Context: an optimization exercise on an open-source flow, tuned for small area. The choices shown serve that exercise and are no tape-out recipe. RTL that was checked went through simulation tests only; none was proved equivalent to the original. For runs 1 and 2, only the layout was checked, not whether the RTL still works. No activity file was given, so power comes from the tool's default toggle rates.

===== constraint.sdc =====
create_clock -name core_clock -period 100.0 [get_ports {clk}]
set_input_delay 20.0000 -clock core_clock [delete_from_list [all_inputs] [get_ports {clk}]]
set_output_delay 20.0000 -clock core_clock [all_outputs]
set_load 0.01 [all_outputs]

===== run.sh =====
#!/bin/bash
# synth_recipe.tcl (not shown) runs the flow's synth.tcl, then flattens the netlist and writes it again
# the make line also repeats each setting of config.mk as NAME=value (left out here)
make -C /OpenROAD-flow-scripts/flow DESIGN_CONFIG=/design/flow/config.mk WORK_HOME=/design/flow/orfs CLKGATE_MAP_FILE= SYNTH_SCRIPT=/design/flow/synth_recipe.tcl finish

===== design.v =====
module metronome_display(
    input wire clk,
    input wire reset_n,
    input wire key_inc_n,
    input wire key_dec_n,
    input wire key_mode_n,
    input wire key_opt_n,
    output reg beep_n,
    output wire [3:0] led_n,
    output wire [3:0] dig,
    output reg [7:0] seg
);
    localparam [25:0] S_RST  = 26'h2363CF7;
    localparam [25:0] S_LOAD = 26'h2363C7F;
    localparam [23:0] FIC_F    = 24'hf5c025;   
    localparam [19:0] MT_START = 20'hd4cd1;    
    localparam [19:0] MT_END   = 20'hfffff;
    localparam [12:0] BZ_N     = 13'h020b;     
    localparam [12:0] BZ_A     = 13'h022b;     
    localparam [12:0] BZ_END   = 13'h0357;
    reg [1:0]  bh;               
    reg [3:0]  bt;               
    reg [3:0]  bo;               
    reg        running;
    reg [1:0]  mode;
    reg [1:0]  ts;
    reg        acc_en;
    reg        vis;
    reg        show_mode;
    reg [19:0] mt;               
    reg        fresh;            
    reg [19:0] tc;               
    reg [25:0] s;                
    reg        d_nz, d_neg, d_5;  
    reg [2:0]  beat_count;
    reg [1:0]  beat_pos;
    reg [12:0] bz;               
    reg        bact;
    reg [4:0]  ki, kd;           
    reg [3:0]  mz, oz;           
    reg [3:0]  md, od;           
    reg [23:0] fic;              
    reg        fast;             
    reg [9:0]  rc;
    reg [1:0]  ds;
    integer i;
    wire inc_h = |ki;
    wire dec_h = |kd;
    wire any_h = inc_h | dec_h;
    wire mode_edge = ~md[3] & ~md[2] & ~md[1] & md[0];
    wire opt_edge  = ~od[3] & ~od[2] & ~od[1] & od[0];
    wire [4:0] ki_n;
    assign ki_n[0] = (key_inc_n & ki[1] & ~ki[0]) | (key_inc_n & ki[2] & ~ki[0]) | (key_inc_n & ki[3] & ~ki[0]) | (key_inc_n & ki[4] & ~ki[0]);
    assign ki_n[1] = (key_inc_n & ki[1] & ki[0]) | (key_inc_n & ki[2] & ~ki[1] & ~ki[0]) | (key_inc_n & ki[3] & ~ki[1] & ~ki[0]) | (key_inc_n & ki[4] & ~ki[1] & ~ki[0]);
    assign ki_n[2] = (~key_inc_n) | (ki[2] & ki[0]) | (ki[3] & ~ki[2] & ~ki[1] & ~ki[0]) | (ki[4] & ~ki[2] & ~ki[1] & ~ki[0]) | (ki[2] & ki[1]);
    assign ki_n[3] = (key_inc_n & ki[3] & ki[0]) | (key_inc_n & ki[4] & ~ki[2] & ~ki[1] & ~ki[0]) | (key_inc_n & ki[3] & ki[1]) | (key_inc_n & ki[3] & ki[2]);
    assign ki_n[4] = (~key_inc_n) | (ki[4] & ki[0]) | (ki[4] & ki[1]) | (ki[4] & ki[2]);
    wire [4:0] kd_n;
    assign kd_n[0] = (key_dec_n & kd[1] & ~kd[0]) | (key_dec_n & kd[2] & ~kd[0]) | (key_dec_n & kd[3] & ~kd[0]) | (key_dec_n & kd[4] & ~kd[0]);
    assign kd_n[1] = (key_dec_n & kd[1] & kd[0]) | (key_dec_n & kd[2] & ~kd[1] & ~kd[0]) | (key_dec_n & kd[3] & ~kd[1] & ~kd[0]) | (key_dec_n & kd[4] & ~kd[1] & ~kd[0]);
    assign kd_n[2] = (~key_dec_n) | (kd[2] & kd[0]) | (kd[3] & ~kd[2] & ~kd[1] & ~kd[0]) | (kd[4] & ~kd[2] & ~kd[1] & ~kd[0]) | (kd[2] & kd[1]);
    assign kd_n[3] = (key_dec_n & kd[3] & kd[0]) | (key_dec_n & kd[4] & ~kd[2] & ~kd[1] & ~kd[0]) | (key_dec_n & kd[3] & kd[1]) | (key_dec_n & kd[3] & kd[2]);
    assign kd_n[4] = (~key_dec_n) | (kd[4] & kd[0]) | (kd[4] & kd[1]) | (kd[4] & kd[2]);
    wire [3:0] mz_n, md_n;
    assign mz_n[0] = (~key_mode_n & ~mz[1] & ~mz[0]) | (~key_mode_n & ~mz[3] & ~mz[0]);
    assign mz_n[1] = (~key_mode_n & ~mz[1] & mz[0]) | (~key_mode_n & mz[1] & ~mz[0]);
    assign mz_n[2] = (~key_mode_n & ~mz[2] & mz[1] & mz[0]) | (~key_mode_n & mz[2] & ~mz[1]) | (~key_mode_n & mz[2] & ~mz[0]);
    assign mz_n[3] = (~key_mode_n & mz[3]) | (~key_mode_n & mz[2] & mz[1] & mz[0]);
    assign md_n[0] = (md[1] & ~md[0]) | (md[2] & ~md[0]) | (md[3] & ~md[0]) | (~key_mode_n & mz[3] & mz[0]);
    assign md_n[1] = (md[1] & md[0]) | (md[2] & ~md[1] & ~md[0]) | (md[3] & ~md[1] & ~md[0]) | (~key_mode_n & mz[3] & mz[0]);
    assign md_n[2] = (~mz[3] & md[2] & md[0]) | (~mz[0] & md[2] & md[0]) | (~mz[0] & md[2] & md[1]) | (~mz[0] & md[3] & ~md[1] & ~md[0]) | (key_mode_n & md[2] & md[0]) | (key_mode_n & md[3] & ~md[1] & ~md[0]) | (~mz[3] & md[3] & ~md[1] & ~md[0]) | (key_mode_n & md[2] & md[1]) | (~mz[3] & md[2] & md[1]);
    assign md_n[3] = (md[3] & md[0]) | (md[3] & md[1]) | (~key_mode_n & mz[3] & mz[0]);
    wire [3:0] oz_n, od_n;
    assign oz_n[0] = (~key_opt_n & ~oz[1] & ~oz[0]) | (~key_opt_n & ~oz[3] & ~oz[0]);
    assign oz_n[1] = (~key_opt_n & ~oz[1] & oz[0]) | (~key_opt_n & oz[1] & ~oz[0]);
    assign oz_n[2] = (~key_opt_n & ~oz[2] & oz[1] & oz[0]) | (~key_opt_n & oz[2] & ~oz[1]) | (~key_opt_n & oz[2] & ~oz[0]);
    assign oz_n[3] = (~key_opt_n & oz[3]) | (~key_opt_n & oz[2] & oz[1] & oz[0]);
    assign od_n[0] = (od[1] & ~od[0]) | (od[2] & ~od[0]) | (od[3] & ~od[0]) | (~key_opt_n & oz[3] & oz[0]);
    assign od_n[1] = (od[1] & od[0]) | (od[2] & ~od[1] & ~od[0]) | (od[3] & ~od[1] & ~od[0]) | (~key_opt_n & oz[3] & oz[0]);
    assign od_n[2] = (~oz[3] & od[2] & od[0]) | (~oz[0] & od[2] & od[0]) | (~oz[0] & od[2] & od[1]) | (~oz[0] & od[3] & ~od[1] & ~od[0]) | (key_opt_n & od[2] & od[0]) | (key_opt_n & od[3] & ~od[1] & ~od[0]) | (~oz[3] & od[3] & ~od[1] & ~od[0]) | (key_opt_n & od[2] & od[1]) | (~oz[3] & od[2] & od[1]);
    assign od_n[3] = (od[3] & od[0]) | (od[3] & od[1]) | (~key_opt_n & oz[3] & oz[0]);
    wire fic_low0 = ~|fic[22:0];
    wire fic_zero = fic_low0 & ~fic[23];
    wire fic_fb   = fic[23] ^ fic[22] ^ fic[21] ^ fic[16] ^ fic_low0;
    wire tcl0   = ~|tc[16:0];
    wire step   = fic_zero | (fast & tcl0);
    wire at_max = bh[1] & bh[0];
    wire at_min = (bh == 2'd0) & (bt == 4'd3) & (bo == 4'd0);
    wire o_ge5  = bo[3] | (bo[2] & (bo[1] | bo[0]));
    wire lt295  = ~((bh == 2'd2) & (bt == 4'd9) & o_ge5);
    wire gt35   = ~((bh == 2'd0) & (bt == 4'd3) & ~(bo[3] | (bo[2] & bo[1])));
    wire dec_ok = dec_h & ~at_min & step;
    wire inc_ok = inc_h & ~at_max & step;
    wire big    = fast & (dec_ok ? gt35 : lt295);
    wire bcd_en = dec_ok | inc_ok;
    wire [3:0] bo_n, bt_n;
    wire [1:0] bh_n;
    wire oc, tcy;
    assign bo_n[0] = (~bcd_en & bo[0]) | (bcd_en & ~bo[0]);
    assign bo_n[1] = (~bcd_en & bo[1]) | (~big & ~dec_ok & bo[1] & ~bo[0]) | (big & bo[2] & bo[1] & bo[0]) | (bcd_en & big & bo[3] & ~bo[0]) | (bcd_en & big & ~bo[3] & ~bo[2] & ~bo[1] & bo[0]) | (big & ~bo[2] & bo[1] & ~bo[0]) | (~big & dec_ok & bo[1] & bo[0]) | (bcd_en & dec_ok & bo[3] & ~bo[0]) | (bcd_en & ~big & dec_ok & bo[2] & ~bo[1] & ~bo[0]) | (bcd_en & ~big & ~dec_ok & ~bo[3] & ~bo[1] & bo[0]);
    assign bo_n[2] = (~bcd_en & bo[2]) | (bcd_en & ~big & ~dec_ok & ~bo[2] & bo[1] & bo[0]) | (bcd_en & ~big & dec_ok & bo[3] & ~bo[0]) | (bcd_en & big & ~bo[2] & ~bo[1] & bo[0]) | (bcd_en & big & ~bo[3] & ~bo[2] & ~bo[0]) | (~big & ~dec_ok & bo[2] & ~bo[0]) | (~big & dec_ok & bo[2] & bo[1]) | (~big & bo[2] & ~bo[1] & bo[0]);
    assign bo_n[3] = (~big & dec_ok & bo[3] & bo[0]) | (bcd_en & big & ~bo[2] & bo[1] & bo[0]) | (bcd_en & big & bo[2] & ~bo[1] & ~bo[0]) | (bcd_en & ~big & ~dec_ok & bo[2] & bo[1] & bo[0]) | (~bcd_en & bo[3]) | (~big & ~dec_ok & bo[3] & ~bo[0]) | (bcd_en & ~big & dec_ok & ~bo[3] & ~bo[2] & ~bo[1] & ~bo[0]);
    assign oc = (bcd_en & big & ~dec_ok & bo[2] & bo[0]) | (bcd_en & big & ~dec_ok & bo[2] & bo[1]) | (bcd_en & big & ~dec_ok & bo[3]) | (bcd_en & ~dec_ok & bo[3] & bo[0]) | (bcd_en & dec_ok & ~bo[3] & ~bo[2] & ~bo[1] & ~bo[0]) | (bcd_en & big & dec_ok & ~bo[3] & ~bo[2]) | (bcd_en & big & dec_ok & ~bo[3] & ~bo[1] & ~bo[0]);
    assign bt_n[0] = (~oc & bt[0]) | (oc & ~bt[0]);
    assign bt_n[1] = (oc & ~dec_ok & ~bt[3] & ~bt[1] & bt[0]) | (~oc & bt[1]) | (~dec_ok & bt[1] & ~bt[0]) | (oc & dec_ok & bt[3] & ~bt[0]) | (dec_ok & bt[1] & bt[0]) | (oc & dec_ok & bt[2] & ~bt[1] & ~bt[0]);
    assign bt_n[2] = (oc & ~dec_ok & ~bt[2] & bt[1] & bt[0]) | (~oc & bt[2]) | (oc & dec_ok & bt[3] & ~bt[0]) | (~dec_ok & bt[2] & ~bt[0]) | (dec_ok & bt[2] & bt[1]) | (bt[2] & ~bt[1] & bt[0]);
    assign bt_n[3] = (oc & ~dec_ok & bt[2] & bt[1] & bt[0]) | (~oc & bt[3]) | (~dec_ok & bt[3] & ~bt[0]) | (oc & dec_ok & ~bt[3] & ~bt[2] & ~bt[1] & ~bt[0]) | (dec_ok & bt[3] & bt[0]);
    assign tcy = (oc & dec_ok & ~bt[3] & ~bt[2] & ~bt[1] & ~bt[0]) | (oc & ~dec_ok & bt[3] & bt[0]);
    assign bh_n[0] = (~tcy & bh[0]) | (tcy & ~bh[0]);
    assign bh_n[1] = (~tcy & bh[1]) | (tcy & ~dec_ok & ~bh[1] & bh[0]) | (~dec_ok & bh[1] & ~bh[0]) | (tcy & dec_ok & ~bh[1] & ~bh[0]) | (dec_ok & bh[1] & bh[0]);
    wire restart = opt_edge & (mode == 2'd0) & ~running;
    wire beat    = running & ~s[25] & ~fresh;
    wire load    = restart | beat;
    reg [19:0] u;         
    reg ct;
    always @(*) begin
        ct = running;
        for (i = 0; i < 20; i = i + 1) begin
            u[i] = tc[i] ^ ct; ct = ct & tc[i];
        end
    end
    wire nzg   = d_nz & ~load;
    wire d5g   = d_5 & ~load;
    wire cneg  = nzg & d_neg;
    wire cneg5 = d5g & d_neg;
    wire cneg1 = nzg & d_neg & ~d5g;
    wire h6 = bh[1] ^ bh[0];
    wire h7 = bh[1] & ~bh[0];
    wire h8 = bh[1] & bh[0];
    wire [25:0] sa = fresh ? S_RST : load ? S_LOAD : s;
    wire [19:0] ra = {20{nzg}} & (u ^ {20{d_neg}});
    wire [19:0] rb = {20{d5g}} & (u ^ {20{d_neg}});
    wire [25:0] s_n;
    wire ca0_s = sa[0] ^ ra[0] ^ cneg;
    wire ca0_c = (sa[0] & ra[0]) | (cneg & (sa[0] ^ ra[0]));
    wire ca1_s = bo[0] ^ ca0_s;
    wire ca1_c = bo[0] & ca0_s;
    assign s_n[0] = ca1_s;
    wire ca2_s = sa[1] ^ ra[1] ^ bo[1];
    wire ca2_c = (sa[1] & ra[1]) | (bo[1] & (sa[1] ^ ra[1]));
    wire ca3_s = bt[0] ^ ca0_c ^ ca1_c;
    wire ca3_c = (bt[0] & ca0_c) | (ca1_c & (bt[0] ^ ca0_c));
    wire ca4_s = ca2_s ^ ca3_s;
    wire ca4_c = ca2_s & ca3_s;
    assign s_n[1] = ca4_s;
    wire ca5_s = sa[2] ^ ra[2] ^ rb[0];
    wire ca5_c = (sa[2] & ra[2]) | (rb[0] & (sa[2] ^ ra[2]));
    wire ca6_s = cneg5 ^ bo[2] ^ bt[1];
    wire ca6_c = (cneg5 & bo[2]) | (bt[1] & (cneg5 ^ bo[2]));
    wire ca7_s = bh[0] ^ ca2_c ^ ca3_c;
    wire ca7_c = (bh[0] & ca2_c) | (ca3_c & (bh[0] ^ ca2_c));
    wire ca8_s = ca4_c ^ ca5_s ^ ca6_s;
    wire ca8_c = (ca4_c & ca5_s) | (ca6_s & (ca4_c ^ ca5_s));
    wire ca9_s = ca7_s ^ ca8_s;
    wire ca9_c = ca7_s & ca8_s;
    assign s_n[2] = ca9_s;
    wire ca10_s = sa[3] ^ ra[3] ^ rb[1];
    wire ca10_c = (sa[3] & ra[3]) | (rb[1] & (sa[3] ^ ra[3]));
    wire ca11_s = bo[3] ^ bt[0] ^ bt[2];
    wire ca11_c = (bo[3] & bt[0]) | (bt[2] & (bo[3] ^ bt[0]));
    wire ca12_s = bh[1] ^ ca5_c ^ ca6_c;
    wire ca12_c = (bh[1] & ca5_c) | (ca6_c & (bh[1] ^ ca5_c));
    wire ca13_s = ca7_c ^ ca8_c ^ ca9_c;
    wire ca13_c = (ca7_c & ca8_c) | (ca9_c & (ca7_c ^ ca8_c));
    wire ca14_s = ca10_s ^ ca11_s ^ ca12_s;
    wire ca14_c = (ca10_s & ca11_s) | (ca12_s & (ca10_s ^ ca11_s));
    wire ca15_s = ca13_s ^ ca14_s;
    wire ca15_c = ca13_s & ca14_s;
    assign s_n[3] = ca15_s;
    wire ca16_s = sa[4] ^ ra[4] ^ rb[2];
    wire ca16_c = (sa[4] & ra[4]) | (rb[2] & (sa[4] ^ ra[4]));
    wire ca17_s = bt[1] ^ bt[3] ^ ca10_c;
    wire ca17_c = (bt[1] & bt[3]) | (ca10_c & (bt[1] ^ bt[3]));
    wire ca18_s = ca11_c ^ ca12_c ^ ca13_c;
    wire ca18_c = (ca11_c & ca12_c) | (ca13_c & (ca11_c ^ ca12_c));
    wire ca19_s = ca14_c ^ ca15_c ^ ca16_s;
    wire ca19_c = (ca14_c & ca15_c) | (ca16_s & (ca14_c ^ ca15_c));
    wire ca20_s = ca17_s ^ ca18_s ^ ca19_s;
    wire ca20_c = (ca17_s & ca18_s) | (ca19_s & (ca17_s ^ ca18_s));
    assign s_n[4] = ca20_s;
    wire ca21_s = sa[5] ^ ra[5] ^ rb[3];
    wire ca21_c = (sa[5] & ra[5]) | (rb[3] & (sa[5] ^ ra[5]));
    wire ca22_s = bh[0] ^ bt[2] ^ ca16_c;
    wire ca22_c = (bh[0] & bt[2]) | (ca16_c & (bh[0] ^ bt[2]));
    wire ca23_s = ca17_c ^ ca18_c ^ ca19_c;
    wire ca23_c = (ca17_c & ca18_c) | (ca19_c & (ca17_c ^ ca18_c));
    wire ca24_s = ca20_c ^ ca21_s ^ ca22_s;
    wire ca24_c = (ca20_c & ca21_s) | (ca22_s & (ca20_c ^ ca21_s));
    wire ca25_s = ca23_s ^ ca24_s;
    wire ca25_c = ca23_s & ca24_s;
    assign s_n[5] = ca25_s;
    wire ca26_s = sa[6] ^ ra[6] ^ rb[4];
    wire ca26_c = (sa[6] & ra[6]) | (rb[4] & (sa[6] ^ ra[6]));
    wire ca27_s = h6 ^ bt[3] ^ ca21_c;
    wire ca27_c = (h6 & bt[3]) | (ca21_c & (h6 ^ bt[3]));
    wire ca28_s = ca22_c ^ ca23_c ^ ca24_c;
    wire ca28_c = (ca22_c & ca23_c) | (ca24_c & (ca22_c ^ ca23_c));
    wire ca29_s = ca25_c ^ ca26_s ^ ca27_s;
    wire ca29_c = (ca25_c & ca26_s) | (ca27_s & (ca25_c ^ ca26_s));
    wire ca30_s = ca28_s ^ ca29_s;
    wire ca30_c = ca28_s & ca29_s;
    assign s_n[6] = ca30_s;
    wire ca31_s = sa[7] ^ ra[7] ^ rb[5];
    wire ca31_c = (sa[7] & ra[7]) | (rb[5] & (sa[7] ^ ra[7]));
    wire ca32_s = h7 ^ ca26_c ^ ca27_c;
    wire ca32_c = (h7 & ca26_c) | (ca27_c & (h7 ^ ca26_c));
    wire ca33_s = ca28_c ^ ca29_c ^ ca30_c;
    wire ca33_c = (ca28_c & ca29_c) | (ca30_c & (ca28_c ^ ca29_c));
    wire ca34_s = ca31_s ^ ca32_s ^ ca33_s;
    wire ca34_c = (ca31_s & ca32_s) | (ca33_s & (ca31_s ^ ca32_s));
    assign s_n[7] = ca34_s;
    wire ca35_s = sa[8] ^ ra[8] ^ rb[6];
    wire ca35_c = (sa[8] & ra[8]) | (rb[6] & (sa[8] ^ ra[8]));
    wire ca36_s = h8 ^ ca31_c ^ ca32_c;
    wire ca36_c = (h8 & ca31_c) | (ca32_c & (h8 ^ ca31_c));
    wire ca37_s = ca33_c ^ ca34_c ^ ca35_s;
    wire ca37_c = (ca33_c & ca34_c) | (ca35_s & (ca33_c ^ ca34_c));
    wire ca38_s = ca36_s ^ ca37_s;
    wire ca38_c = ca36_s & ca37_s;
    assign s_n[8] = ca38_s;
    wire ca39_s = sa[9] ^ ra[9] ^ rb[7];
    wire ca39_c = (sa[9] & ra[9]) | (rb[7] & (sa[9] ^ ra[9]));
    wire ca40_s = ca35_c ^ ca36_c ^ ca37_c;
    wire ca40_c = (ca35_c & ca36_c) | (ca37_c & (ca35_c ^ ca36_c));
    wire ca41_s = ca38_c ^ ca39_s ^ ca40_s;
    wire ca41_c = (ca38_c & ca39_s) | (ca40_s & (ca38_c ^ ca39_s));
    assign s_n[9] = ca41_s;
    wire ca42_s = sa[10] ^ ra[10] ^ rb[8];
    wire ca42_c = (sa[10] & ra[10]) | (rb[8] & (sa[10] ^ ra[10]));
    wire ca43_s = ca39_c ^ ca40_c ^ ca41_c;
    wire ca43_c = (ca39_c & ca40_c) | (ca41_c & (ca39_c ^ ca40_c));
    wire ca44_s = ca42_s ^ ca43_s;
    wire ca44_c = ca42_s & ca43_s;
    assign s_n[10] = ca44_s;
    wire ca45_s = sa[11] ^ ra[11] ^ rb[9];
    wire ca45_c = (sa[11] & ra[11]) | (rb[9] & (sa[11] ^ ra[11]));
    wire ca46_s = ca42_c ^ ca43_c ^ ca44_c;
    wire ca46_c = (ca42_c & ca43_c) | (ca44_c & (ca42_c ^ ca43_c));
    wire ca47_s = ca45_s ^ ca46_s;
    wire ca47_c = ca45_s & ca46_s;
    assign s_n[11] = ca47_s;
    wire ca48_s = sa[12] ^ ra[12] ^ rb[10];
    wire ca48_c = (sa[12] & ra[12]) | (rb[10] & (sa[12] ^ ra[12]));
    wire ca49_s = ca45_c ^ ca46_c ^ ca47_c;
    wire ca49_c = (ca45_c & ca46_c) | (ca47_c & (ca45_c ^ ca46_c));
    wire ca50_s = ca48_s ^ ca49_s;
    wire ca50_c = ca48_s & ca49_s;
    assign s_n[12] = ca50_s;
    wire ca51_s = sa[13] ^ ra[13] ^ rb[11];
    wire ca51_c = (sa[13] & ra[13]) | (rb[11] & (sa[13] ^ ra[13]));
    wire ca52_s = ca48_c ^ ca49_c ^ ca50_c;
    wire ca52_c = (ca48_c & ca49_c) | (ca50_c & (ca48_c ^ ca49_c));
    wire ca53_s = ca51_s ^ ca52_s;
    wire ca53_c = ca51_s & ca52_s;
    assign s_n[13] = ca53_s;
    wire ca54_s = sa[14] ^ ra[14] ^ rb[12];
    wire ca54_c = (sa[14] & ra[14]) | (rb[12] & (sa[14] ^ ra[14]));
    wire ca55_s = ca51_c ^ ca52_c ^ ca53_c;
    wire ca55_c = (ca51_c & ca52_c) | (ca53_c & (ca51_c ^ ca52_c));
    wire ca56_s = ca54_s ^ ca55_s;
    wire ca56_c = ca54_s & ca55_s;
    assign s_n[14] = ca56_s;
    wire ca57_s = sa[15] ^ ra[15] ^ rb[13];
    wire ca57_c = (sa[15] & ra[15]) | (rb[13] & (sa[15] ^ ra[15]));
    wire ca58_s = ca54_c ^ ca55_c ^ ca56_c;
    wire ca58_c = (ca54_c & ca55_c) | (ca56_c & (ca54_c ^ ca55_c));
    wire ca59_s = ca57_s ^ ca58_s;
    wire ca59_c = ca57_s & ca58_s;
    assign s_n[15] = ca59_s;
    wire ca60_s = sa[16] ^ ra[16] ^ rb[14];
    wire ca60_c = (sa[16] & ra[16]) | (rb[14] & (sa[16] ^ ra[16]));
    wire ca61_s = ca57_c ^ ca58_c ^ ca59_c;
    wire ca61_c = (ca57_c & ca58_c) | (ca59_c & (ca57_c ^ ca58_c));
    wire ca62_s = ca60_s ^ ca61_s;
    wire ca62_c = ca60_s & ca61_s;
    assign s_n[16] = ca62_s;
    wire ca63_s = sa[17] ^ ra[17] ^ rb[15];
    wire ca63_c = (sa[17] & ra[17]) | (rb[15] & (sa[17] ^ ra[17]));
    wire ca64_s = ca60_c ^ ca61_c ^ ca62_c;
    wire ca64_c = (ca60_c & ca61_c) | (ca62_c & (ca60_c ^ ca61_c));
    wire ca65_s = ca63_s ^ ca64_s;
    wire ca65_c = ca63_s & ca64_s;
    assign s_n[17] = ca65_s;
    wire ca66_s = sa[18] ^ ra[18] ^ rb[16];
    wire ca66_c = (sa[18] & ra[18]) | (rb[16] & (sa[18] ^ ra[18]));
    wire ca67_s = ca63_c ^ ca64_c ^ ca65_c;
    wire ca67_c = (ca63_c & ca64_c) | (ca65_c & (ca63_c ^ ca64_c));
    wire ca68_s = ca66_s ^ ca67_s;
    wire ca68_c = ca66_s & ca67_s;
    assign s_n[18] = ca68_s;
    wire ca69_s = sa[19] ^ ra[19] ^ rb[17];
    wire ca69_c = (sa[19] & ra[19]) | (rb[17] & (sa[19] ^ ra[19]));
    wire ca70_s = ca66_c ^ ca67_c ^ ca68_c;
    wire ca70_c = (ca66_c & ca67_c) | (ca68_c & (ca66_c ^ ca67_c));
    wire ca71_s = ca69_s ^ ca70_s;
    wire ca71_c = ca69_s & ca70_s;
    assign s_n[19] = ca71_s;
    wire ca72_s = sa[20] ^ rb[18] ^ cneg;
    wire ca72_c = (sa[20] & rb[18]) | (cneg & (sa[20] ^ rb[18]));
    wire ca73_s = ca69_c ^ ca70_c ^ ca71_c;
    wire ca73_c = (ca69_c & ca70_c) | (ca71_c & (ca69_c ^ ca70_c));
    wire ca74_s = ca72_s ^ ca73_s;
    wire ca74_c = ca72_s & ca73_s;
    assign s_n[20] = ca74_s;
    wire ca75_s = sa[21] ^ rb[19] ^ cneg;
    wire ca75_c = (sa[21] & rb[19]) | (cneg & (sa[21] ^ rb[19]));
    wire ca76_s = ca72_c ^ ca73_c ^ ca74_c;
    wire ca76_c = (ca72_c & ca73_c) | (ca74_c & (ca72_c ^ ca73_c));
    wire ca77_s = ca75_s ^ ca76_s;
    wire ca77_c = ca75_s & ca76_s;
    assign s_n[21] = ca77_s;
    wire ca78_s = sa[22] ^ cneg1 ^ ca75_c;
    wire ca78_c = (sa[22] & cneg1) | (ca75_c & (sa[22] ^ cneg1));
    wire ca79_s = ca76_c ^ ca77_c ^ ca78_s;
    wire ca79_c = (ca76_c & ca77_c) | (ca78_s & (ca76_c ^ ca77_c));
    assign s_n[22] = ca79_s;
    wire ca80_s = sa[23] ^ cneg ^ ca78_c;
    wire ca80_c = (sa[23] & cneg) | (ca78_c & (sa[23] ^ cneg));
    wire ca81_s = ca79_c ^ ca80_s;
    wire ca81_c = ca79_c & ca80_s;
    assign s_n[23] = ca81_s;
    wire ca82_s = sa[24] ^ cneg ^ ca80_c;
    wire ca82_c = (sa[24] & cneg) | (ca80_c & (sa[24] ^ cneg));
    wire ca83_s = ca81_c ^ ca82_s;
    wire ca83_c = ca81_c & ca82_s;
    assign s_n[24] = ca83_s;
    wire ca84_s = sa[25] ^ cneg ^ ca82_c;
    wire ca85_s = ca83_c ^ ca84_s;
    assign s_n[25] = ca85_s;
    wire last_beat = (ts == 2'd0) ? (beat_count != 3'd0) :
                     (ts == 2'd1) ? beat_count[1] :
                     (ts == 2'd2) ? (beat_count[1] & beat_count[0]) | beat_count[2] :
                                    (beat_count[2] & beat_count[0]);
    wire [2:0] bc_inc = {beat_count[2] | (beat_count[1] & beat_count[0]),
                         beat_count[1] ^ beat_count[0], ~beat_count[0]};
    wire [19:0] mt_step = {mt[18:0], mt[19] ^ mt[16]};
    wire [12:0] bz_step = {bz[11:0], bz[12] ^ bz[3] ^ bz[2] ^ bz[0]};
    wire rc_low0 = ~|rc[8:0];
    wire rc_zero = rc_low0 & ~rc[9];
    wire [9:0]  rc_step = {rc[8:0], rc[9] ^ rc[6] ^ rc_low0};
    always @(posedge clk or negedge reset_n) begin
        if (!reset_n) begin
            bh <= 2'd1; bt <= 4'd2; bo <= 4'd0;
            running <= 1'b1;
            mode <= 2'd0;
            ts <= 2'b10;
            acc_en <= 1'b1;
            vis <= 1'b0;
            show_mode <= 1'b0;
            fresh <= 1'b1;
            d_nz <= 1'b0; d_neg <= 1'b0; d_5 <= 1'b0;
            beat_count <= 3'd0;
            beat_pos <= 2'd0;
            bact <= 1'b0;
            beep_n <= 1'b1;
            ki <= 5'd0; kd <= 5'd0;
            mz <= 4'd0; oz <= 4'd0;
            md <= 4'd0; od <= 4'd0;
            rc <= 10'd0;
            ds <= 2'd0;
        end else begin
            fresh <= 1'b0;
            ki <= ki_n; kd <= kd_n;
            mz <= mz_n; oz <= oz_n;
            md <= md_n; od <= od_n;
            if (mode_edge) begin
                mode <= mode + 2'd1;
                show_mode <= 1'b1;
            end
            if (show_mode && mt == MT_END)
                show_mode <= 1'b0;
            if (opt_edge) begin
                case (mode)
                    2'd0: running <= ~running;
                    2'd1: ts <= ts + 2'd1;
                    2'd2: acc_en <= ~acc_en;
                    2'd3: vis <= ~vis;
                endcase
            end
            bh <= bh_n; bt <= bt_n; bo <= bo_n;
            d_nz <= dec_ok | inc_ok;
            d_neg <= dec_ok;
            d_5 <= big & (dec_ok | inc_ok);
            if (restart) begin
                beat_count <= 3'd0;
                beat_pos <= 2'd0;
            end
            if (beat) begin
                beat_pos <= beat_count[1:0];
                beat_count <= last_beat ? 3'd0 : bc_inc;
            end
            if (bact && bz != BZ_END)
                beep_n <= vis;
            else
                beep_n <= 1'b1;
            if (beat)
                bact <= 1'b1;
            else if (bz == BZ_END)
                bact <= 1'b0;
            rc <= rc_step;
            if (rc_zero)
                ds <= ds + 2'd1;
        end
    end
    always @(posedge clk) begin
        s <= s_n;
        if (load | fresh)
            tc <= {19'd0, fresh};
        else
            tc <= u;
        fic  <= any_h ? {fic[22:0], fic_fb} : 24'd0;
        fast <= any_h & (fast | (fic == FIC_F));
        mt <= (mode_edge && !show_mode) ? MT_START : mt_step;
        bz <= beat ? ((beat_count == 3'd0 && acc_en) ? BZ_A : BZ_N) : bz_step;
    end
    assign led_n[0] = ~(running && beat_pos == 2'd0);
    assign led_n[1] = ~(running && beat_pos == 2'd1);
    assign led_n[2] = ~(running && beat_pos == 2'd2);
    assign led_n[3] = ~(running && beat_pos == 2'd3);
    assign dig = ~(4'b0001 << ds);
    wire [3:0] d0 = bo;
    wire [3:0] d1 = bt;
    wire [3:0] d2 = {2'b00, bh};
    reg [3:0] cd;
    always @(*) begin
        case (ds)
            2'd0: cd = d0;
            2'd1: cd = d1;
            2'd2: cd = d2;
            default: cd = 4'd0;
        endcase
    end
    function [7:0] dec7;
        input [3:0] v;
        case (v)
            4'd0: dec7 = 8'b11000000;
            4'd1: dec7 = 8'b11111001;
            4'd2: dec7 = 8'b10100100;
            4'd3: dec7 = 8'b10110000;
            4'd4: dec7 = 8'b10011001;
            4'd5: dec7 = 8'b10010010;
            4'd6: dec7 = 8'b10000010;
            4'd7: dec7 = 8'b11111000;
            4'd8: dec7 = 8'b10000000;
            4'd9: dec7 = 8'b10010000;
            default: dec7 = 8'b11111111;
        endcase
    endfunction
    wire [3:0] tsd = (ts == 2'd0) ? 4'd2 : (ts == 2'd1) ? 4'd3 :
                     (ts == 2'd2) ? 4'd4 : 4'd6;
    always @(*) begin
        if (!show_mode)
            seg = dec7(cd);
        else case (mode)
            2'd0: seg = (ds == 2'd3) ? 8'b10001100 : 8'b11111111;
            2'd1: seg = (ds == 2'd3) ? dec7(tsd) : 8'b11111111;
            2'd2: seg = (ds == 2'd3) ? 8'b10001000 : (ds == 2'd2) ? 8'b11111111 :
                        (ds == 2'd1) ? 8'b11000000 : (acc_en ? 8'b11001000 : 8'b10001110);
            default: seg = (ds == 2'd3) ? 8'b11000001 : (ds == 2'd2) ? 8'b11111111 :
                        (ds == 2'd1) ? 8'b11000000 : (vis ? 8'b11001000 : 8'b10001110);
        endcase
    end
endmodule

===== config.mk =====
export PLATFORM = sky130hd
export DESIGN_NAME = metronome_display
export DESIGN_NICKNAME = metronome_display
export VERILOG_FILES = /design/flow/design.v
export SDC_FILE = /design/flow/constraint.sdc
export NUM_CORES = 4
export LEC_CHECK = 0
export CAP_MARGIN = 20
export CORE_MARGIN = 2
export CORE_UTILIZATION = 70
export CTS_BUF_LIST = sky130_fd_sc_hd__clkbuf_16
export CTS_CLUSTER_DIAMETER = 300
export CTS_CLUSTER_SIZE = 80
export SLEW_MARGIN = 20

==> impl_results.md, run 1 <==
* Status: finished clean
* Critical path capture point type: output pin
* Worst Path Arrival at 3.33 ns
* Die X at 120 µm
* GR Util met3 at 5.70%
* Worst hold path depth at 0
* Reg2reg setup slack at 79.77 ns
* Tot Pwr at 0.231 mW
* Clock buffer depth at 2
* RSZ-0062 raised after global routing: false
* Clk latency of the worst-skew pair at 0.44 ns
* Max Cap Viol at 0
* Seq/Total Area, Yosys at 40.0%
* Slew Viols, Final at 0
* Area contributors post-synth: dfxtp_1 (22%), dfrtp_1 (16%), fa_1 (13%)
* Yosys reg bits at 171
* Worst Setup Path Type: register to output pin
* Post-Syn Nets at 1087
* Worst r2r src: od[1]
* Hold Path Class: register to register
* Synth Flop Type: dfxtp_1
* Die area at 0.0144 mm²
* Post-synth top cells: dfxtp_1 (104), inv_1 (103), nand2_1 (89)
* Synth Instances at 953
* Met2 Use GR at 50.0%
* Global-route wire length before repair at 32.3 mm
* R2R depth at 93
* Final Core Density at 78.3%
* Initial antenna violation count at 0
* Final worst path period share at 23.3%
* Detail Placement HPWL at 13.3 mm
* Placer Congestion at 0.853
* Mapped Area at 0.00943 mm²
* Startpoint types: register
* Die height at 120 µm
* Clk sinks at 171
* Initial Utilization at 71.5%
* Antenna diodes at 0
* Slew margin rel. at 21.5%
* GR Overflow Total at 0
* Fin. Hold Viols at 0
* Required @ worst endpoint at 80.00 ns
* Peak supply drop at 0.0226 mV
* Vias per inst at 5.72
* Yosys top cell area share at 22.1%
* Fin crit period at 23.33 ns
* Post-synth ARST share at 39.2%
* Setup Skew at 0.0106 ns
* Number of global-route vias before repair at 6920
* Core area at 0.0132 mm²
* Total global routing track utilization at 28.6%
* Hold path start: rc[4]
* Met1 Usage GRT at 35.2%
* Power density over cell area at 22.3 mW/mm²
* CTS tree: yes
* DP Area at 0.00975 mm²
* Worst-Margin Slew at 1.16 ns
* Final setup margin at 76.67 ns
* TritonCTS Buffers at 17
* Port Buffers at 21
* Setup TNS at 0 ns
* IO Count at 23
* Nets@finish at 1100
* Worst hold endpoint: rc[5]
* Warnings, synthesis at 1
* Endpoints failing setup at 0
* Post-DRT Antenna Nets at 0
* Clock-pin slew on the worst setup and hold paths at 0.07 ns
* Unique masters post-synth at 66
* Syn avg cell area at 9.89 µm²
* Number of flops mapped to enable cells by yosys at 0
* Hold buffers post-CTS at 0
* Fmax achieved at 0.0429 GHz
* Reg2Reg Capture Point: s[25]
* Row cnt at 42
* CP Max Fanout at 6
* Avg WL per Cell at 16.4 µm
* Yosys top cell by area: dfxtp_1
* Gr busiest metal: met2
* DRT iter0 DRCs at 408
* Cell with the most instances after synthesis: dfxtp_1
* Post-CTS sizing at 0
* CTS H-Tree Depth at 4
* Root buf cell: clkbuf_16
* Post-CTS setup buffer count at 0
* Layout area overhead at 9.62%
* Proportion of layout cells with a drive suffix above 1 at 6.95%
* Via count at 6602
* Pre-CTS setup slack at 77.12 ns
* Post-route DRC at 0
* Pin count of the biggest net entering global routing at 68
* Routed WL at 18.9 mm
* Final instance area at 0.0103 mm²
* First-pass detailed-route iteration total at 5
* Leakage at 4.69 nW
worst max-delay path by stage:
stage,from,end,slack [ns],cells after the start
3_3_place_gp,ds[0],seg[3],77.22,13
3_5_place_dp,ds[1],seg[3],77.12,13
6_report,ds[0],seg[5],76.67,11
5_1_grt,ds[1],seg[3],76.46,13
2_1_floorplan,ds[0],seg[3],77.92,12
4_1_cts,ds[0],seg[3],76.68,13
cells in the final DEF (no fill, tap or decap), drive strengths merged, types with 11 or more instances in the layout:
| master | count |
|---|---|
| nand2b | 11 |
| fa | 63 |
| nand3 | 18 |
| and2 | 62 |
| dfxtp | 104 |
| or2 | 14 |
| ha | 65 |
| xor2 | 21 |
| clkbuf | 17 |
| nor2b | 20 |
| a21oi | 22 |
| inv | 114 |
| nor2 | 57 |
| nand4 | 12 |
| nor3 | 22 |
| o21ai | 42 |
| nand2 | 89 |
| xnor2 | 28 |
| clkdlybuf4s50 | 20 |
| dfrtp | 60 |
| nor4 | 12 |
cell families after synthesis:
| kind of cell | Yosys count | synth area share [%] |
|---|---|---|
| simple gates | 344 | 18.9 |
| buf+inv | 134 | 5.47 |
| mux | 7 | 0.770 |
| compound gates | 117 | 8.11 |
| flops | 171 | 40.0 |
| other cells | 2 | 0.0797 |
| xor+xnor | 49 | 4.55 |
| fa+ha+maj | 129 | 22.1 |
through the flow:
| step | hold WS (ns) | cells |
|---|---|---|
| 6_report | 0.385 | 1155 |
| 3_5_place_dp | 0.364 | 1123 |
| 3_3_place_gp | 0.362 | 1123 |
| 5_1_grt | 0.391 | 1155 |
| 2_1_floorplan | 0.354 | 953 |
| 4_1_cts | 0.385 | 1155 |
state kept, by name, summed over array words and instances, names as in the netlist, 5 cells and up:
name / flops
s: 26
tc: 20
bz: 13
fic: 24
ki: 5
kd: 5
mt: 20
rc: 10
report_power, final:
part / switching, mW / total, mW / leakage (nW) / internal, mW
sequential: 0.00946 / 0.0930 / 1.70 / 0.0835
clock: 0.0297 / 0.0649 / 0.290 / 0.0352
combinational: 0.0385 / 0.0729 / 2.70 / 0.0345
total: 0.0776 / 0.231 / 4.69 / 0.153
routing by layer:
layer / part of all wire, % / routed length [µm]
met2: 51 / 9690
met1: 43 / 8120
met4: 1.7 / 318
met3: 4.3 / 809
met5: 0 / 0
layout make-up:
| cell class | instances | area, µm² |
|---|---|---|
| Clock buffer | 17 | 425 |
| Clock inverter | 15 | 153 |
| Fill cell | 861 | 2860 |
| Inverter | 103 | 387 |
| Multi-Input combinational cell | 648 | 5140 |
| Sequential cell | 171 | 3770 |
| Tap cell | 176 | 220 |
| Timing Repair Buffer | 25 | 235 |
critical path: stages, from the launching register on:
cell and delay [ns]:
dfrtp_1 0.46, inv_1 0.12, ha_1 0.28, a222oi_1 0.47
or2_2 0.24, inv_1 0.07, ha_1 0.21, nor3_1 0.19
nor2_1 0.07, o21ai_0 0.18, o21ai_0 0.11, clkdlybuf4s50_1 0.50
==> run 2: changes to the inputs <==
--- a/config.mk
+++ b/config.mk
@@ -8,7 +8,7 @@
 export CAP_MARGIN = 20
 export CORE_MARGIN = 2
 export CORE_UTILIZATION = 70
-export CTS_BUF_LIST = sky130_fd_sc_hd__clkbuf_16
-export CTS_CLUSTER_DIAMETER = 300
-export CTS_CLUSTER_SIZE = 80
+export CTS_BUF_LIST = sky130_fd_sc_hd__clkbuf_8
+export CTS_CLUSTER_DIAMETER = 200
+export CTS_CLUSTER_SIZE = 40
 export SLEW_MARGIN = 20
==> impl_results.md, run 2 <==
* Worst Path Arrival at 3.38 ns (was 3.33 ns)
* Yosys top cell by area: dfxtp_1 (unchanged)
* Fmax achieved at 0.0428 GHz (was 0.0429 GHz)
* Core area at 0.0132 mm² (unchanged)
* Clk sinks at 171 (unchanged)
* Antenna diodes at 0 (unchanged)
* Endpoints failing setup at 0 (unchanged)
* Cell with the most instances after synthesis: dfxtp_1 (unchanged)
* Post-CTS sizing at 0 (unchanged)
* Number of flops mapped to enable cells by yosys at 0 (unchanged)
* Vias per inst at 5.65 (was 5.72)
* Largest register FFs at 26 (unchanged)
* Leading cell types in the layout, fill and taps excluded: inv_1 (104), dfxtp_1 (104), nand2_1 (89) (unchanged)
* TritonCTS Buffers at 17 (unchanged)
* Slew margin rel. at 29.0% (was 21.5%)
* Mapped Area at 0.00943 mm² (unchanged)
* Setup TNS at 0 ns (unchanged)
* Post-synth ARST share at 39.2% (unchanged)
* Post-route DRC at 0 (unchanged)
* Detail Placement HPWL at 13.3 mm (unchanged)
* Comb power frac at 33.9% (was 31.6%)
* NetSw at 0.0740 mW (was 0.0776 mW)
* Seq/Total Area, Yosys at 40.0% (unchanged)
* RSZ-0062 raised after global routing: false (unchanged)
* Die area at 0.0144 mm² (unchanged)
* Worst hold slack at 0.390 ns (was 0.385 ns)
* Worst-Margin Slew at 1.05 ns (was 1.16 ns)
* Placer Congestion at 0.853 (unchanged)
* Die height at 120 µm (unchanged)
* Clock power share at 22.5% (was 28.1%)
* Post-DRT Antenna Nets at 0 (unchanged)
* Largest regs: s: 26 flops, fic: 24 flops (unchanged)
* Power density over cell area at 20.9 mW/mm² (was 22.3 mW/mm²)
* Unique masters post-synth at 66 (unchanged)
* Syn avg cell area at 9.89 µm² (unchanged)
* Max Cap Viol at 0 (unchanged)
* Reg power frac at 43.6% (was 40.3%)
* Worst Setup Path Type: register to output pin (unchanged)
* Area contributors post-synth: dfxtp_1 (22%), dfrtp_1 (16%), fa_1 (13%) (unchanged)
* Hold Path Class: register to register (unchanged)
* Post-Syn Nets at 1087 (unchanged)
* First-pass detailed-route iteration total at 6 (was 5)
* Required @ worst endpoint at 80.00 ns (about the same)
* Net Sw Frac at 34.9% (was 33.6%)
* Leakage at 4.60 nW (was 4.69 nW)
* Root buf cell: clkbuf_8 (was clkbuf_16)
* # fillers at 887 (was 861)
* CP Max Fanout at 6 (unchanged)
* Critical path capture point type: output pin (unchanged)
* CTS H-Tree Depth at 4 (unchanged)
* Final worst path period share at 23.4% (was 23.3%)
* Clk latency of the worst-skew pair at 0.47 ns (was 0.44 ns)
* Startpoint types: register (unchanged)
* IO Count at 23 (unchanged)
* Proportion of layout cells with a drive suffix above 1 at 6.95% (unchanged)
* Routed WL at 18.1 mm (was 18.9 mm)
* Post-Place Cells at 1123 (unchanged)
* Port Buffers at 21 (unchanged)
* P_int at 0.138 mW (was 0.153 mW)
* DRT iter0 DRCs at 399 (was 408)
* Number of global-route vias before repair at 6761 (was 6920)
* Slew Viols, Final at 0 (unchanged)
* Global-route wire length before repair at 31.2 mm (was 32.3 mm)
* Yosys top cell area share at 22.1% (unchanged)
* Die X at 120 µm (unchanged)
* Synth Instances at 953 (unchanged)
* Layout area overhead at 7.59% (was 9.62%)
* Top reg by flops: s (unchanged)
* Peak supply drop at 0.0192 mV (was 0.0226 mV)
* Row cnt at 42 (unchanged)
* Setup Skew at 0.0154 ns (was 0.0106 ns)
* Fin crit period at 23.38 ns (was 23.33 ns)
* Via count at 6523 (was 6602)
* Nets@finish at 1100 (unchanged)
* Total global routing track utilization at 27.3% (was 28.6%)
* Warnings, synthesis at 1 (unchanged)
* Initial antenna violation count at 0 (unchanged)
* Fin. Hold Viols at 0 (unchanged)
* Layout Cells excl Fill at 1155 (unchanged)
* Post-CTS setup buffer count at 0 (unchanged)
* Clock-pin slew on the worst setup and hold paths at 0.09 ns (was 0.07 ns)
* Avg WL per Cell at 15.6 µm (was 16.4 µm)
* Clock buffer depth at 2 (unchanged)
* Post-synth top cells: dfxtp_1 (104), inv_1 (103), nand2_1 (89) (unchanged)
* Hold buffers post-CTS at 0 (unchanged)
* CTS tree: yes (unchanged)
* Initial Utilization at 71.5% (unchanged)
* Yosys reg bits at 171 (unchanged)
* Synth Flop Type: dfxtp_1 (unchanged)
* GR Overflow Total at 0 (unchanged)
* Final Core Density at 76.9% (was 78.3%)
* Status: finished clean (unchanged)
* Pin count of the biggest net entering global routing at 68 (unchanged)
-- run 2: changes by cell type in the layout (fill, tap and decap cells not counted) --
cell       delta
clkbuf_16    -17
clkbuf_8     +17
-- run 2: through the flow --
step / setup WS (ns) / power [mW] / instance area [µm²]
4_1_cts: 76.60 / 0.215 / 10100
3_5_place_dp: 77.12 / 0.166 / 9750
6_report: 76.62 / 0.212 / 10100
5_1_grt: 76.36 / 0.229 / 10100
3_3_place_gp: 77.22 / 0.160 / 9750
2_1_floorplan: 77.92 / 0.143 / 9430
-- run 2: logic make-up (layout without fill, tap and decap cells) --
logic type / after synthesis / after routing / synth area share [%]
simple gates: 344 / 344 / 18.9
compound gates: 117 / 117 / 8.11
xor+xnor: 49 / 49 / 4.55
buf+inv: 134 / 160 / 5.47
flops: 171 / 171 / 40.0
other cells: 2 / 2 / 0.0797
mux: 7 / 7 / 0.770
fa+ha+maj: 129 / 129 / 22.1
-- run 2: per-layer routing --
metal	wire (µm)	vias to the layer above	GRT usage [%]
li1	-	3140	-
met1	8140	3213	34.7
met2	8870	134	46.7
met3	739	36	6.04
met4	329	0	8.90
met5	0	-	0
-- run 2: layout make-up --
type / instances / area [µm²] / share of cell area [%]
Multi-Input combinational cell: 648 / 5140 / 50.7
Sequential cell: 171 / 3770 / 37.1
Inverter: 103 / 387 / 3.81
Timing Repair Buffer: 25 / 235 / 2.32
Clock buffer: 17 / 234 / 2.31
Tap cell: 176 / 220 / 2.17
Clock inverter: 15 / 153 / 1.51
-- run 2: worst paths after layout --
| path | from | to | slack (ns) | cells past startpoint |
|---|---|---|---|---|
| max in group asynchronous | reset_n | mz[1] | 79.73 | 2 |
| worst min register to register | rc[2] | rc[3] | 0.39 | 0 |
| worst max register to register | fresh | s[25] | 80.04 | 93 |
| worst max-delay path | ds[1] | seg[5] | 76.62 | 11 |
| min in group asynchronous | reset_n | beat_pos[0] | 19.69 | 2 |
| worst min-delay path | rc[2] | rc[3] | 0.39 | 0 |
-- run 2: worst max-delay path: stages, from the launching register on --
cell	delay, ns
dfrtp_1	0.46
inv_1	0.14
ha_1	0.27
a222oi_1	0.48
or2_2	0.24
inv_1	0.07
ha_1	0.21
nor3_1	0.20
nor2_1	0.07
o21ai_0	0.18
o21ai_0	0.11
clkdlybuf4s50_1	0.50
-- run 2: power by group through the flow --
stage	clock network, mW	registers, mW	logic, mW
floorplan	0	0.0903	0.0530
global route	0.0516	0.0942	0.0832
CTS	0.0489	0.0925	0.0732
detailed placement	0	0.0938	0.0725
finish	0.0479	0.0925	0.0719
global placement	0	0.0931	0.0671
==> run 3: changes to the inputs <==
--- a/design.v
+++ b/design.v
@@ -430,34 +430,22 @@
             default: cd = 4'd0;
         endcase
     end
-    function [7:0] dec7;
-        input [3:0] v;
-        case (v)
-            4'd0: dec7 = 8'b11000000;
-            4'd1: dec7 = 8'b11111001;
-            4'd2: dec7 = 8'b10100100;
-            4'd3: dec7 = 8'b10110000;
-            4'd4: dec7 = 8'b10011001;
-            4'd5: dec7 = 8'b10010010;
-            4'd6: dec7 = 8'b10000010;
-            4'd7: dec7 = 8'b11111000;
-            4'd8: dec7 = 8'b10000000;
-            4'd9: dec7 = 8'b10010000;
-            default: dec7 = 8'b11111111;
-        endcase
-    endfunction
-    wire [3:0] tsd = (ts == 2'd0) ? 4'd2 : (ts == 2'd1) ? 4'd3 :
-                     (ts == 2'd2) ? 4'd4 : 4'd6;
-    always @(*) begin
-        if (!show_mode)
-            seg = dec7(cd);
-        else case (mode)
-            2'd0: seg = (ds == 2'd3) ? 8'b10001100 : 8'b11111111;
-            2'd1: seg = (ds == 2'd3) ? dec7(tsd) : 8'b11111111;
-            2'd2: seg = (ds == 2'd3) ? 8'b10001000 : (ds == 2'd2) ? 8'b11111111 :
-                        (ds == 2'd1) ? 8'b11000000 : (acc_en ? 8'b11001000 : 8'b10001110);
-            default: seg = (ds == 2'd3) ? 8'b11000001 : (ds == 2'd2) ? 8'b11111111 :
-                        (ds == 2'd1) ? 8'b11000000 : (vis ? 8'b11001000 : 8'b10001110);
-        endcase
-    end
+    wire [6:0] dn;
+    wire [7:0] sp;
+    assign dn[0] = (~cd[3] & ~cd[2] & ~cd[1] & cd[0]) | (cd[2] & ~cd[1] & ~cd[0]);
+    assign dn[1] = (cd[2] & ~cd[1] & cd[0]) | (cd[2] & cd[1] & ~cd[0]);
+    assign dn[2] = (~cd[2] & cd[1] & ~cd[0]);
+    assign dn[3] = (~cd[3] & ~cd[2] & ~cd[1] & cd[0]) | (cd[2] & ~cd[1] & ~cd[0]) | (cd[2] & cd[1] & cd[0]);
+    assign dn[4] = (cd[0]) | (cd[2] & ~cd[1]);
+    assign dn[5] = (~cd[3] & ~cd[2] & cd[0]) | (~cd[2] & cd[1]) | (cd[1] & cd[0]);
+    assign dn[6] = (~cd[3] & ~cd[2] & ~cd[1]) | (cd[2] & cd[1] & cd[0]);
+    assign sp[0] = (~mode[1] & ~ds[1]) | (ds[1] & ~ds[0]) | (mode[1] & mode[0] & ds[1]) | (mode[0] & ds[1] & ts[1] & ~ts[0]);
+    assign sp[1] = (~mode[1] & ~ds[1]) | (~mode[1] & mode[0] & ts[1] & ts[0]) | (~mode[0] & ~ds[0] & ~acc_en) | (ds[1] & ~ds[0]) | (mode[0] & ~ds[0] & ~vis);
+    assign sp[2] = (~mode[1] & ~mode[0]) | (~mode[1] & ~ds[1]) | (~mode[0] & ~ds[0] & ~acc_en) | (ds[1] & ~ds[0]) | (mode[0] & ~ds[0] & ~vis) | (~mode[1] & ~ts[1] & ~ts[0]);
+    assign sp[3] = (~mode[1] & ~ds[1]) | (~ds[0]) | (~mode[0] & ds[1]) | (~mode[1] & ts[1] & ~ts[0]);
+    assign sp[4] = (~mode[1] & ~ds[1]) | (ds[1] & ~ds[0]) | (~mode[1] & mode[0] & ~ts[1] & ts[0]) | (~mode[1] & mode[0] & ts[1] & ~ts[0]);
+    assign sp[5] = (~mode[1] & ~ds[1]) | (ds[1] & ~ds[0]) | (~mode[1] & mode[0] & ~ts[1]);
+    assign sp[6] = (~ds[1] & ds[0]) | (ds[1] & ~ds[0]) | (~mode[1] & ~ds[1]) | (mode[1] & mode[0] & vis) | (mode[1] & mode[0] & ds[0]) | (~mode[0] & ~ds[1] & acc_en);
+    assign sp[7] = 1'b1;
+    always @(*) seg = show_mode ? sp : {1'b1, dn};
 endmodule
==> flow/run.sh (new file) <==
#!/bin/bash
# The standard layout, with the port buffers made from the smallest buffer cell.
set -euo pipefail
bash standard.sh BUFFER_PORTS_ARGS="-buffer_cell sky130_fd_sc_hd__buf_1" finish > standard.log 2>&1
==> standard.sh (new file) <==
#!/bin/bash
# synth_recipe.tcl (not shown) runs the flow's synth.tcl, then flattens the netlist and writes it again
# the make line also repeats each setting of config.mk as NAME=value (left out here)
make -C /OpenROAD-flow-scripts/flow DESIGN_CONFIG=/design/flow/config.mk WORK_HOME=/design/flow/orfs CLKGATE_MAP_FILE= SYNTH_SCRIPT=/design/flow/synth_recipe.tcl "${@:-finish}"
--- a/config.mk
+++ b/config.mk
@@ -9,6 +9,4 @@
 export CORE_MARGIN = 2
 export CORE_UTILIZATION = 70
 export CTS_BUF_LIST = sky130_fd_sc_hd__clkbuf_8
-export CTS_CLUSTER_DIAMETER = 200
-export CTS_CLUSTER_SIZE = 40
 export SLEW_MARGIN = 20
removed: run.sh
==> impl_results.md, run 3 <==
* Post-synth top cells: dfxtp_1 (104), inv_1 (101), nand2_1 (85) (was dfxtp_1 (104), inv_1 (103), nand2_1 (89))
* Via count at 6246 (was 6523)
* WP buf/inv at 2 (was 3)
* Worst Setup Path Type: register to output pin (unchanged)
* Post-DRT Antenna Nets at 0 (unchanged)
* DP Area at 0.00942 mm² (was 0.00975 mm²)
* Critical path, cell by cell: inv_1 -> ha_1 -> a222oi_1 -> nand2_1 -> o21ai_0 -> nand2_1 -> a21oi_1 -> nor2_1 -> a31oi_1 -> buf_1 (was inv_1 -> ha_1 -> a222oi_1 -> or2_2 -> inv_1 -> ha_1 -> nor3_1 -> nor2_1 -> o21ai_0 -> o21ai_0 -> clkdlybuf4s50_1)
* Die area at 0.0141 mm² (was 0.0144 mm²)
* Cell with the most instances after synthesis: dfxtp_1 (unchanged)
* Initial Utilization at 72.4% (was 71.5%)
* Worst Path Arrival at 3.14 ns (was 3.38 ns)
* Leading cell types in the layout, fill and taps excluded: dfxtp_1 (104), inv_1 (101), nand2_1 (85) (was inv_1 (104), dfxtp_1 (104), nand2_1 (89))
* Hold path start: rc[7] (was rc[2])
* Clock buffer depth at 2 (unchanged)
* Yosys top cell by area: dfxtp_1 (unchanged)
* Mapped Area at 0.00925 mm² (was 0.00943 mm²)
* Proportion of layout cells with a drive suffix above 1 at 7.73% (was 6.95%)
* Fin. Hold Viols at 0 (unchanged)
* Power density over cell area at 18.4 mW/mm² (was 20.9 mW/mm²)
* Layout area overhead at 6.70% (was 7.59%)
* Number of flops mapped to enable cells by yosys at 0 (unchanged)
* Post-route DRC at 0 (unchanged)
* Warnings, synthesis at 1 (unchanged)
* Leading cell type in the layout, fill and taps excluded: dfxtp_1
* Hold Path Class: register to register (unchanged)
* Row cnt at 41 (was 42)
* Placer Congestion at 0.889 (was 0.853)
* Post-synth ARST share at 39.2% (unchanged)
* Setup Skew at 0.0101 ns (was 0.0154 ns)
* First-pass detailed-route iteration total at 5 (was 6)
* Fin crit period at 23.14 ns (was 23.38 ns)
* Pin count of the biggest net entering global routing at 68 (unchanged)
* Worst hold path depth at 0 (unchanged)
* IO Count at 23 (unchanged)
* Port Buffers at 21 (unchanged)
* Nets@finish at 1058 (was 1100)
* Synth Instances at 920 (was 953)
* Slew margin rel. at 25.0% (was 29.0%)
* CP Max Fanout at 9 (was 6)
* DRT iter0 DRCs at 466 (was 399)
* Setup TNS at 0 ns (unchanged)
* Initial antenna violation count at 0 (unchanged)
* Largest register FFs at 26 (unchanged)
* Peak supply drop at 0.0151 mV (was 0.0192 mV)
* Top reg by flops: s (unchanged)
* Worst r2r src: fresh (unchanged)
* Area contributors post-synth: dfxtp_1 (23%), dfrtp_1 (16%), fa_1 (14%) (was dfxtp_1 (22%), dfrtp_1 (16%), fa_1 (13%))
* Final worst path period share at 23.1% (was 23.4%)
* Routed WL at 18.0 mm (was 18.1 mm)
* Core area at 0.0128 mm² (was 0.0132 mm²)
* Slowest stage delay, CP at 0.83 ns (was 0.50 ns)
* Leakage at 4.37 nW (was 4.60 nW)
* Die X at 119 µm (was 120 µm)
* Crit path from: ds[1] (unchanged)
* Yosys top cell area share at 22.5% (was 22.1%)
* CP most frequent cell: nand2_1
* R2R depth at 93 (unchanged)
* Antenna diodes at 0 (unchanged)
* Die height at 119 µm (was 120 µm)
* TritonCTS Buffers at 17 (unchanged)
* Avg WL per Cell at 16.1 µm (was 15.6 µm)
* Slew Viols, Final at 0 (unchanged)
* Critical path capture point type: output pin (unchanged)
* Seq/Total Area, Yosys at 40.7% (was 40.0%)
* Number of global-route vias before repair at 6421 (was 6761)
* Crit path max-delay family: compound AO/OA/AOI/OAI gates (unchanged)
* Worst-Margin Slew at 1.11 ns (was 1.05 ns)
* CTS tree: yes (unchanged)
* CP max-delay cell: a222oi_1 (was clkdlybuf4s50_1)
* Unique masters post-synth at 68 (was 66)
* Fmax achieved at 0.0432 GHz (was 0.0428 GHz)
* GR Overflow Total at 0 (unchanged)
* Vias per inst at 5.60 (was 5.65)
* Max Cap Viol at 0 (unchanged)
* Global-route wire length before repair at 31.1 mm (was 31.2 mm)
* Endpoints failing setup at 0 (unchanged)
* Startpoint types: register (unchanged)
* Post-CTS sizing at 0 (unchanged)
* Clk sinks at 171 (unchanged)
* Root buf cell: clkbuf_8 (unchanged)
* Clock-pin slew on the worst setup and hold paths at 0.09 ns (about the same)
* Critical path depth at 10 (was 11)
* CTS H-Tree Depth at 4 (unchanged)
* Yosys reg bits at 171 (unchanged)
* Hold buffers post-CTS at 0 (unchanged)
* Post-Syn Nets at 1047 (was 1087)
* Syn avg cell area at 10.1 µm² (was 9.89 µm²)
* Worst hold slack at 0.392 ns (was 0.390 ns)
* Required @ worst endpoint at 80.00 ns (about the same)
* Status: finished clean (unchanged)
* Synth Flop Type: dfxtp_1 (unchanged)
* Largest regs: s: 26 flops, fic: 24 flops (unchanged)
* Post-CTS setup buffer count at 0 (unchanged)
* Final instance area at 0.00987 mm² (was 0.0101 mm²)
* RSZ-0062 raised after global routing: false (unchanged)
* Detail Placement HPWL at 13.4 mm (was 13.3 mm)
* Clk latency of the worst-skew pair at 0.48 ns (was 0.47 ns)
* Total global routing track utilization at 27.7% (was 27.3%)
run 3: kinds of logic after synthesis:
kind of cell             share of synthesized area (%)
flip-flops                                        40.7
multiplexers                                     0.568
buffers and inverters                             5.70
adder cells (fa/ha/maj)                           21.5
other                                           0.0812
AO/OA/AOI/OAI                                     8.48
XOR/XNOR                                          4.64
AND/OR/NAND/NOR                                   18.3
run 3: worst paths after layout:
check / to / slack [ns]
max reg2reg: s[25] / 80.06
max in group asynchronous: beat_count[1] / 79.76
min in group asynchronous: oz[1] / 19.69
min reg2reg: rc[8] / 0.39
min: rc[8] / 0.39
max: seg[3] / 76.86
run 3: layout make-up:
type / count / area (µm²)
repair buffers: 24 / 103
well taps: 172 / 215
multi-input cells: 615 / 4960
flip-flops and latches: 171 / 3770
fillers: 875 / 2910
clock inverters: 15 / 200
inverters: 102 / 385
clock buffers: 17 / 234
run 3: metal layers:
metal | wire (µm) | vias to the layer above | global-route usage (%)
met5 | 0 | - | 0
met2 | 9170 | 109 | 47.4
li1 | - | 3028 | -
met1 | 8030 | 3077 | 35.9
met4 | 291 | 0 | 8.33
met3 | 505 | 32 | 5.22
run 3: where the power goes:
group	leakage [nW]	switching, mW	total, mW	internal (mW)
combinational	2.45	0.0200	0.0377	0.0177
sequential	1.71	0.00945	0.0917	0.0822
clock	0.214	0.0284	0.0520	0.0236
total	4.37	0.0579	0.181	0.123
run 3: metrics by stage:
step | setup slack (ns) | power (mW) | std cells | utilization, %
3_3_place_gp | 77.59 | 0.127 | 1084 | 73.8
5_1_grt | 76.71 | 0.192 | 1116 | 77.2
3_5_place_dp | 77.44 | 0.130 | 1084 | 73.8
6_report | 76.86 | 0.181 | 1116 | 77.2
2_1_floorplan | 77.87 | 0.119 | 920 | -
4_1_cts | 76.90 | 0.182 | 1116 | 77.2
==> run 4: changes to the inputs <==
==> run.sh (new file) <==
#!/bin/bash
# synth_recipe.tcl (not shown) runs the flow's synth.tcl, then flattens the netlist and writes it again
# the make line also repeats each setting of config.mk as NAME=value (left out here)
make -C /OpenROAD-flow-scripts/flow DESIGN_CONFIG=/design/flow/config.mk WORK_HOME=/design/flow/orfs CLKGATE_MAP_FILE= SYNTH_SCRIPT=/design/flow/synth_recipe.tcl finish
removed: flow/run.sh
removed: standard.sh
==> impl_results.md, run 4 <==
* Placer Congestion at 0.895 (was 0.889)
* Port Buffers at 21 (unchanged)
* Slowest stage delay, CP at 0.86 ns (was 0.83 ns)
* Post-CTS sizing at 0 (unchanged)
* Clock buffer depth at 2 (unchanged)
* Met1 Usage GRT at 35.5% (was 35.9%)
* Worst Path Arrival at 3.52 ns (was 3.14 ns)
* Synth Instances at 920 (unchanged)
* Core area at 0.0128 mm² (unchanged)
* Antenna diodes at 0 (unchanged)
* Post-DRT Antenna Nets at 0 (unchanged)
* Fin. Hold Viols at 0 (unchanged)
* DP Area at 0.00956 mm² (was 0.00942 mm²)
* GR Overflow Total at 0 (unchanged)
* Die area at 0.0141 mm² (unchanged)
* Post-synth ARST share at 39.2% (unchanged)
* Detail Placement HPWL at 13.0 mm (was 13.4 mm)
* Synth Flop Type: dfxtp_1 (unchanged)
* Total global routing track utilization at 27.3% (was 27.7%)
* Post-Place Cells at 1086 (was 1084)
* Warnings, synthesis at 1 (unchanged)
* Root buf cell: clkbuf_8 (unchanged)
* Clk latency of the worst-skew pair at 0.47 ns (was 0.48 ns)
* Critical path, cell by cell: inv_1 -> ha_1 -> a222oi_1 -> nand2_1 -> o21ai_0 -> nand2_1 -> a21oi_1 -> nor2_1 -> a31oi_1 -> clkdlybuf4s50_1 (was inv_1 -> ha_1 -> a222oi_1 -> nand2_1 -> o21ai_0 -> nand2_1 -> a21oi_1 -> nor2_1 -> a31oi_1 -> buf_1)
* CP max-delay cell: a222oi_1 (unchanged)
* IO Count at 23 (unchanged)
* Global-route wire length before repair at 30.8 mm (was 31.1 mm)
* GR Util met3 at 5.89% (was 5.22%)
* Syn avg cell area at 10.1 µm² (unchanged)
* Mapped Area at 0.00925 mm² (unchanged)
* Slew margin rel. at 37.8% (was 25.0%)
* Setup Skew at 0.0157 ns (was 0.0101 ns)
* Layout Cells excl Fill at 1120 (was 1116)
* Peak supply drop at 0.0159 mV (was 0.0151 mV)
* Power density over cell area at 18.0 mW/mm² (was 18.4 mW/mm²)
* Yosys top cell area share at 22.5% (unchanged)
* Post-Syn Nets at 1047 (unchanged)
* Leakage at 4.44 nW (was 4.37 nW)
* Pin count of the biggest net entering global routing at 68 (unchanged)
* Initial Utilization at 72.4% (unchanged)
* CP Max Fanout at 9 (unchanged)
* Max Cap Viol at 0 (unchanged)
* Initial antenna violation count at 0 (unchanged)
* Yosys reg bits at 171 (unchanged)
* Post-CTS setup buffer count at 0 (unchanged)
* Worst Setup Path Type: register to output pin (unchanged)
* Row cnt at 41 (unchanged)
* Fmax achieved at 0.0425 GHz (was 0.0432 GHz)
* Worst-Margin Slew at 0.933 ns (was 1.11 ns)
* Largest register FFs at 26 (unchanged)
* Worst hold slack at 0.394 ns (was 0.392 ns)
* Number of global-route vias before repair at 6513 (was 6421)
* Status: finished clean (unchanged)
* Nets@finish at 1062 (was 1058)
* Cell with the most instances after synthesis: dfxtp_1 (unchanged)
* CP most frequent cell: nand2_1 (unchanged)
* Avg WL per Cell at 15.9 µm (was 16.1 µm)
* Die X at 119 µm (unchanged)
* Final worst path period share at 23.5% (was 23.1%)
* Slew Viols, Final at 0 (unchanged)
* Critical path capture point type: output pin (unchanged)
* Area contributors post-synth: dfxtp_1 (23%), dfrtp_1 (16%), fa_1 (14%) (unchanged)
* Routed WL at 17.8 mm (was 18.0 mm)
* Leading cell type in the layout, fill and taps excluded: dfxtp_1 (unchanged)
* First-pass detailed-route iteration total at 6 (was 5)
* Post-synth top cells: dfxtp_1 (104), inv_1 (101), nand2_1 (85) (unchanged)
* Fin crit period at 23.52 ns (was 23.14 ns)
* Seq/Total Area, Yosys at 40.7% (unchanged)
* Top reg by flops: s (unchanged)
* TritonCTS Buffers at 17 (unchanged)
* Yosys top cell by area: dfxtp_1 (unchanged)
* Clock-pin slew on the worst setup and hold paths at 0.10 ns (was 0.09 ns)
* Via count at 6364 (was 6246)
* CTS tree: yes (unchanged)
* Clk sinks at 171 (unchanged)
* Met2 Use GR at 45.7% (was 47.4%)
* RSZ-0062 raised after global routing: false (unchanged)
* Die height at 119 µm (unchanged)
* CTS H-Tree Depth at 4 (unchanged)
* Layout area overhead at 7.97% (was 6.70%)
* Proportion of layout cells with a drive suffix above 1 at 8.02% (was 7.73%)
* Startpoint types: register (unchanged)
* Hold buffers post-CTS at 0 (unchanged)
* Largest regs: s: 26 flops, fic: 24 flops (unchanged)
* Number of flops mapped to enable cells by yosys at 0 (unchanged)
* Required @ worst endpoint at 80.00 ns (about the same)
* Endpoints failing setup at 0 (unchanged)
* Unique masters post-synth at 68 (unchanged)
* Setup TNS at 0 ns (unchanged)
* DRT iter0 DRCs at 485 (was 466)
* Vias per inst at 5.68 (was 5.60)
* Post-route DRC at 0 (unchanged)
* Final instance area at 0.00998 mm² (was 0.00987 mm²)
* Leading cell types in the layout, fill and taps excluded: dfxtp_1 (104), inv_1 (101), nand2_1 (85) (unchanged)
* Hold Path Class: register to register (unchanged)
* Gr busiest metal: met2 (unchanged)
[run 4: cell types whose count changed in the layout (fill, tap and decap cells not counted), sizes merged]
cell	previous run	this run
buf	24	7
bufinv	2	0
clkbuf	17	18
clkdlybuf4s50	0	20
clkinv	5	3
inv	109	113
[run 4: where the power goes]
| group | switching, mW | total, mW | internal, mW |
|---|---|---|---|
| clock network | 0.0298 | 0.0491 | 0.0192 |
| registers | 0.00910 | 0.0913 | 0.0822 |
| logic | 0.0198 | 0.0397 | 0.0199 |
| total | 0.0587 | 0.180 | 0.121 |
[run 4: metal layers]
metal	vias up	routed length (µm)
li1	3046	-
met5	-	0
met1	3125	7910
met3	32	704
met4	0	297
met2	161	8870
[run 4: worst paths after layout]
path / startpoint / endpoint / slack [ns] / cells past startpoint
setup / recovery: ds[1] / seg[3] / 76.48 / 10
hold / removal: rc[7] / rc[8] / 0.39 / 0
setup reg to reg: fresh / s[25] / 80.05 / 93
hold reg to reg: rc[7] / rc[8] / 0.39 / 0
max in group asynchronous: reset_n / md[1] / 79.73 / 2
min in group asynchronous: reset_n / show_mode / 19.71 / 2
[run 4: worst max-delay path, delay by kind of cell, from the launching register on]
kind / cells / cell delay [ns]
adder cells (fa/ha/maj): 1 / 0.27
AND/OR/NAND/NOR: 3 / 0.27
flip-flops: 1 / 0.51
buffers and inverters: 2 / 0.69
AO/OA/AOI/OAI: 4 / 1.33
[run 4: logic make-up after synthesis]
family                   count (synthesis)  share of synthesized area [%]
AND/OR/NAND/NOR                        322                           18.3
flip-flops                             171                           40.7
buffers and inverters                  134                           5.70
adder cells (fa/ha/maj)                121                           21.5
AO/OA/AOI/OAI                          116                           8.48
XOR/XNOR                                49                           4.64
multiplexers                             5                          0.568
other                                    2                         0.0812
[run 4: per-stage QoR]
stage / setup slack, ns / total power, mW / util (%)
6_report: 76.48 / 0.180 / 78.2
5_1_grt: 76.30 / 0.191 / 78.2
4_1_cts: 76.50 / 0.181 / 78.0
3_5_place_dp: 77.04 / 0.132 / 74.9
3_3_place_gp: 77.20 / 0.129 / 74.9
2_1_floorplan: 77.87 / 0.119 / -
[run 4: final cells by class]
cell class                 count  area (µm²)
timing repair buffer          28         255
fill                         846        2790
multi-input combinational    615        4960
clock inverter                15         168
tap                          172         215
clock buffer                  17         234
inverter                     102         385
sequential                   171        3770
